From an optimization exercise on the open Yosys and OpenROAD flow, aimed at small area; shortcuts taken in it are not production practice.
In this exercise RTL edits were held to simulation tests only and were not proved equivalent to the original.
No activity file was given, so power comes from the tool's default toggle rates.

==> zinc <==
// top_module
module top_module
	(
		input clk, reset,
		input wire crypt, b1, b2, b3,
		input wire load, load_sel,
		input wire [3:0] load_addr,
		input wire [7:0] load_data,
		output wire led_init, led_wait1,
		output wire clk_out, reset_lcd, d_c,
		output wire spi_data_out, spi_clk, spi_ce
    );
export LEC_CHECK = 0
export ABC_AREA = 1
export CAP_MARGIN = 20
export CORE_MARGIN = 2
export CORE_UTILIZATION = 40
export GPL_TIMING_DRIVEN = 0
export SLEW_MARGIN = 20
export SYNTH_MEMORY_MAX_BITS = 16384
create_clock -name core_clock -period 10.0 [get_ports {clk}]
standard.sh (not shown) runs the stock make flow with config.mk's settings and CLKGATE_MAP_FILE= SYNTH_SCRIPT=/design/flow/synth_recipe.tcl, a recipe that flattens the netlist after the stock synthesis.
==> flow/flow/run.sh <==
#!/bin/bash
# Layout flow: the standard ORFS flow with two changes:
#  1. synthesis maps the combinational logic with a stronger area-oriented ABC
#     script (abc_deep.script); everything else in synthesis (including register
#     mapping and naming) is the standard synthesis script unchanged;
#  2. clock tree synthesis uses CTS_ARGS from cts_args.txt.
# Each tool's output goes to the ORFS logs (orfs/logs/...) and to flow.log here.
set -euo pipefail
W=$PWD
mkdir -p mysynth
# standard synthesis, with only the abc call replaced
sed "s#source \$::env(SCRIPTS_DIR)/synth.tcl#source $W/mysynth/synth.tcl#" synth_recipe.tcl > mysynth/synth_recipe.tcl
sed "s#log_cmd abc {\*}\$abc_args#log_cmd abc -script $W/flow/abc_deep.script {*}\$lib_args {*}\$lib_dont_use_args#" \
    "$FLOW_HOME/scripts/synth.tcl" > mysynth/synth.tcl
grep -q "abc_deep.script" mysynth/synth.tcl
grep -q "mysynth/synth.tcl" mysynth/synth_recipe.tcl
sed "s#SYNTH_SCRIPT=[^ ]*#SYNTH_SCRIPT=$W/mysynth/synth_recipe.tcl#" standard.sh > mystandard.sh
grep -q "mysynth/synth_recipe.tcl" mystandard.sh
export CTS_ARGS="$(cat flow/cts_args.txt)"
bash mystandard.sh finish > flow.log 2>&1
==> flow/flow/abc_deep.script <==
strash
&get -n
&deepsyn -T 100
&put
&get -n
&dch
&nf -R 2000 -F 20 -A 20
&put
==> flow/flow/cts_args.txt <==
-sink_clustering_enable -repair_clock_nets -buf_list sky130_fd_sc_hd__clkbuf_4 -sink_clustering_size 8 -sink_clustering_max_diameter 50 -dont_use_dummy_load
==> indigo: changes against zinc <==
==> flow/flow/abc_deep.script (replaced) <==
strash
&get -n
&deepsyn -T 100
&put
&get -n
&dch
&nf -R 2000 -F 20 -A 20
&put
strash
&get -n
&dch
&nf -R 2000 -F 20 -A 20
&put
strash
&get -n
&dch
&nf -R 2000 -F 20 -A 20
&put
strash
&get -n
&dch
&nf -R 2000 -F 20 -A 20
&put
strash
&get -n
&dch
&nf -R 2000 -F 20 -A 20
&put
strash
&get -n
&dch
&nf -R 2000 -F 20 -A 20
&put
==> flow/flow/cts_args.txt (replaced) <==
-sink_clustering_enable -repair_clock_nets -buf_list sky130_fd_sc_hd__clkbuf_8 -sink_clustering_size 16 -sink_clustering_max_diameter 80 -dont_use_dummy_load
--- a/flow/config.mk
+++ b/flow/config.mk
@@ -5,10 +5,10 @@
 export SDC_FILE = /design/flow/constraint.sdc
 export NUM_CORES = 4
 export LEC_CHECK = 0
 export ABC_AREA = 1
 export CAP_MARGIN = 20
 export CORE_MARGIN = 2
-export CORE_UTILIZATION = 40
+export CORE_UTILIZATION = 55
 export GPL_TIMING_DRIVEN = 0
 export SLEW_MARGIN = 20
 export SYNTH_MEMORY_MAX_BITS = 16384
==> nickel: changes against zinc <==
--- a/flow/design.v
+++ b/flow/design.v
@@ -601,13 +601,12 @@
 	reg [3:0] phase;
 	reg [6:0] chr;
 	reg [6:0] sbuf;
 	reg rst_d;
 	reg pend, waiting;
 	wire tick = (cdiv == 3'd4);
-	wire gap_tick = tick & (phase == PGAP);
 	wire first = (phase == 4'd0) & (bcnt == 4'd5);
 	wire [3:0] ph = {ph3, cdiv};
 	reg [6:0] slot [0:15];
 	wire [6:0] v15 = slot[15];
 	wire hit_w = (~ph == ram_W_A);
 	wire commit = (ram_write_en | pend) & hit_w;
@@ -653,19 +652,22 @@
 			waiting <= 1'b0;
 		end
 		else begin
 			cdiv <= cdiv + 1'b1;
 			if (cdiv == 3'd7)
 				ph3 <= ~ph3;
-			bcnt <= bcnt + (tick & (phase != PGAP));
-			chr <= (gap_tick & (chr == 7'd83)) ? 7'd0 : chr + gap_tick;
 			if (tick) begin
-				if (phase == PGAP)
+				if (phase == PGAP) begin
 					phase <= PC0;
-				else if (bcnt == 4'd4)
-					phase <= (phase == PF) ? PC1 : phase + 1'b1;
+					chr <= (chr == 7'd83) ? 7'd0 : chr + 1'b1;
+				end
+				else begin
+					bcnt <= bcnt + 1'b1;
+					if (bcnt == 4'd4)
+						phase <= (phase == PF) ? PC1 : phase + 1'b1;
+				end
 			end
 			if (sample & ~bypass & ~hit_r)
 				waiting <= 1'b1;
 			else if (hit_r)
 				waiting <= 1'b0;
 		end
@@ -709,30 +711,28 @@
 		else begin
 			ctr <= ctr + 1'b1;
 			if (tick)
 				case (state)
 					S0: begin
 						state <= S1A;
+						RAM_WR_A <= 4'd0;
 						data <= 7'h00;
 					end
 					S1A: begin
 						state <= S2;
 						data <= RAM_data;
 					end
 					S2: state <= (RAM_WR_A == 4'd15) ? S3 : S1;
 					S1: begin
 						state <= S2;
 						data <= RAM_data;
+						RAM_WR_A <= RAM_WR_A + 1'b1;
 					end
 					default: state <= state;
 				endcase
 		end
-	wire s0_tick = en & tick & (state == S0);
-	wire s1_tick = en & tick & (state == S1);
-	always @(posedge clk)
-		RAM_WR_A <= s0_tick ? 4'd0 : RAM_WR_A + s1_tick;
 	assign tRAM_W_EN = (state == S1A) | (state == S2) | (state == S1);
 	assign SU_completed = (state == S3);
 	assign upd = en & tick & ((state == S0) | (state == S1A) | (state == S1));
 	assign tRAM_data = data;
 endmodule
 `timescale 1ns / 1ps
@@ -815,21 +815,26 @@
 		S3 = 3'd3,
 		S4 = 3'd4;
 	reg [2:0] state, nstate;
 	wire tz = (text_data == 8'h00);
 	wire kz = (key_data == 8'h00);
 	always @(posedge clk)
-		if (en == 1'b0)
+		if (en == 1'b0) begin
 			state <= S0;
-		else
+			text_address_ctr <= 4'b0;
+			key_address_ctr <= 4'b0;
+		end
+		else begin
 			state <= nstate;
-	wire adv = (state == S3);
-	always @(posedge clk) begin
-		text_address_ctr <= {4{en}} & (text_address_ctr + adv);
-		key_address_ctr <= {4{en & (state != S2)}} & (key_address_ctr + adv);
-	end
+			if (state == S3) begin
+				text_address_ctr <= text_address_ctr + 1'b1;
+				key_address_ctr <= key_address_ctr + 1'b1;
+			end
+			else if (state == S2)
+				key_address_ctr <= 4'b0;
+		end
 	always @(*)
 		case (state)
 			S0: nstate = (tz | kz) ? S4 : S1;
 			S1: nstate = tz ? S4 : (kz ? S2 : S3);
 			S2, S3: nstate = S1;
 			S4: nstate = S4;
==> flow/flow/abc_deep.script (replaced) <==
strash
&get -n
&deepsyn -T 300
&put
&get -n
&dch
&nf -R 2000 -F 20 -A 20
&put
==> flow/flow/cts_args.txt (replaced) <==
-sink_clustering_enable -repair_clock_nets -buf_list sky130_fd_sc_hd__clkbuf_16 -sink_clustering_size 26 -sink_clustering_max_diameter 90 -dont_use_dummy_load
--- a/flow/config.mk
+++ b/flow/config.mk
@@ -6,9 +6,9 @@
 export NUM_CORES = 4
 export LEC_CHECK = 0
 export ABC_AREA = 1
 export CAP_MARGIN = 20
 export CORE_MARGIN = 2
 export CORE_UTILIZATION = 40
-export GPL_TIMING_DRIVEN = 0
+export GPL_TIMING_DRIVEN = 1
 export SLEW_MARGIN = 20
 export SYNTH_MEMORY_MAX_BITS = 16384
==> run summary <==
status finished clean; Worst Path Arrival 5.98 ns; Synth Area in Simple Gates 12.1%; Pleak 8.24 nW; Yosys top cell area share 52.7%; met2 wire length 31,300 µm; HPWL after DPL 47,500 µm; Netlist Area Pre-Place approximately 22,000 µm²; WL final 69,800 µm
(the above is from zinc)
==> run summary <==
WHS 0.328 ns; met2 wire length 32,400 µm; Netlist Area Pre-Place about 22,000 µm²; Yosys top cell area share 53.4%; CTS Hold Bufs 0; Synth Area in Simple Gates 13.0%; Logic pwr share 7.5%; multi-input combinational area share between 20% and 30%; WL final 72,000 µm; Worst Path Arrival 6.37 ns; final setup fails 0; status finished clean; kind of end point of the critical path flip-flop; Post-Syn Nets 1,809
(the above is from nickel)
==> run summary <==
met2 wire length 30,500 µm; CTS tree built; Worst Path Arrival about 7.7 ns; HPWL after DPL 45,800 µm; Compound-Gate Fraction of Synth Area about 17%; Netlist Area Pre-Place approximately 22,000 µm²; Pleak 8.01 nW; WL final 66,300 µm; Synth Area in Simple Gates between 10 and 15%; status finished clean
(the above is from indigo)

-- separate check: timing with driven ports --
The flow's constraints put no driver on any port. The routed layouts listed below were extracted and timed again, unchanged, in two steps.
Step 1, drivers: a clkbuf_16 drives clk and a buf_2 each remaining input, both assumed.
Step 2 adds t to the input delays and takes it off the output delays; t is the mean of the earliest and latest rising clock arrival at the registers after step 1. Input paths then give back, and output paths get back, about the clock's delay inside the block.
a / b / c = ideal ports / drivers / drivers and shift; a / b = the first two.
run | t, ns | slack for setup (ns) | worst setup path at the end
zinc | 0.843 | 2.019 / 1.965 / 2.216 | register to register
indigo | 0.649 | 2.613 / 2.613 / 2.613 | register to register
nickel | 0.627 | 3.908 / 3.908 / 3.908 | register to register
After both steps setup and hold are still met in every run listed.
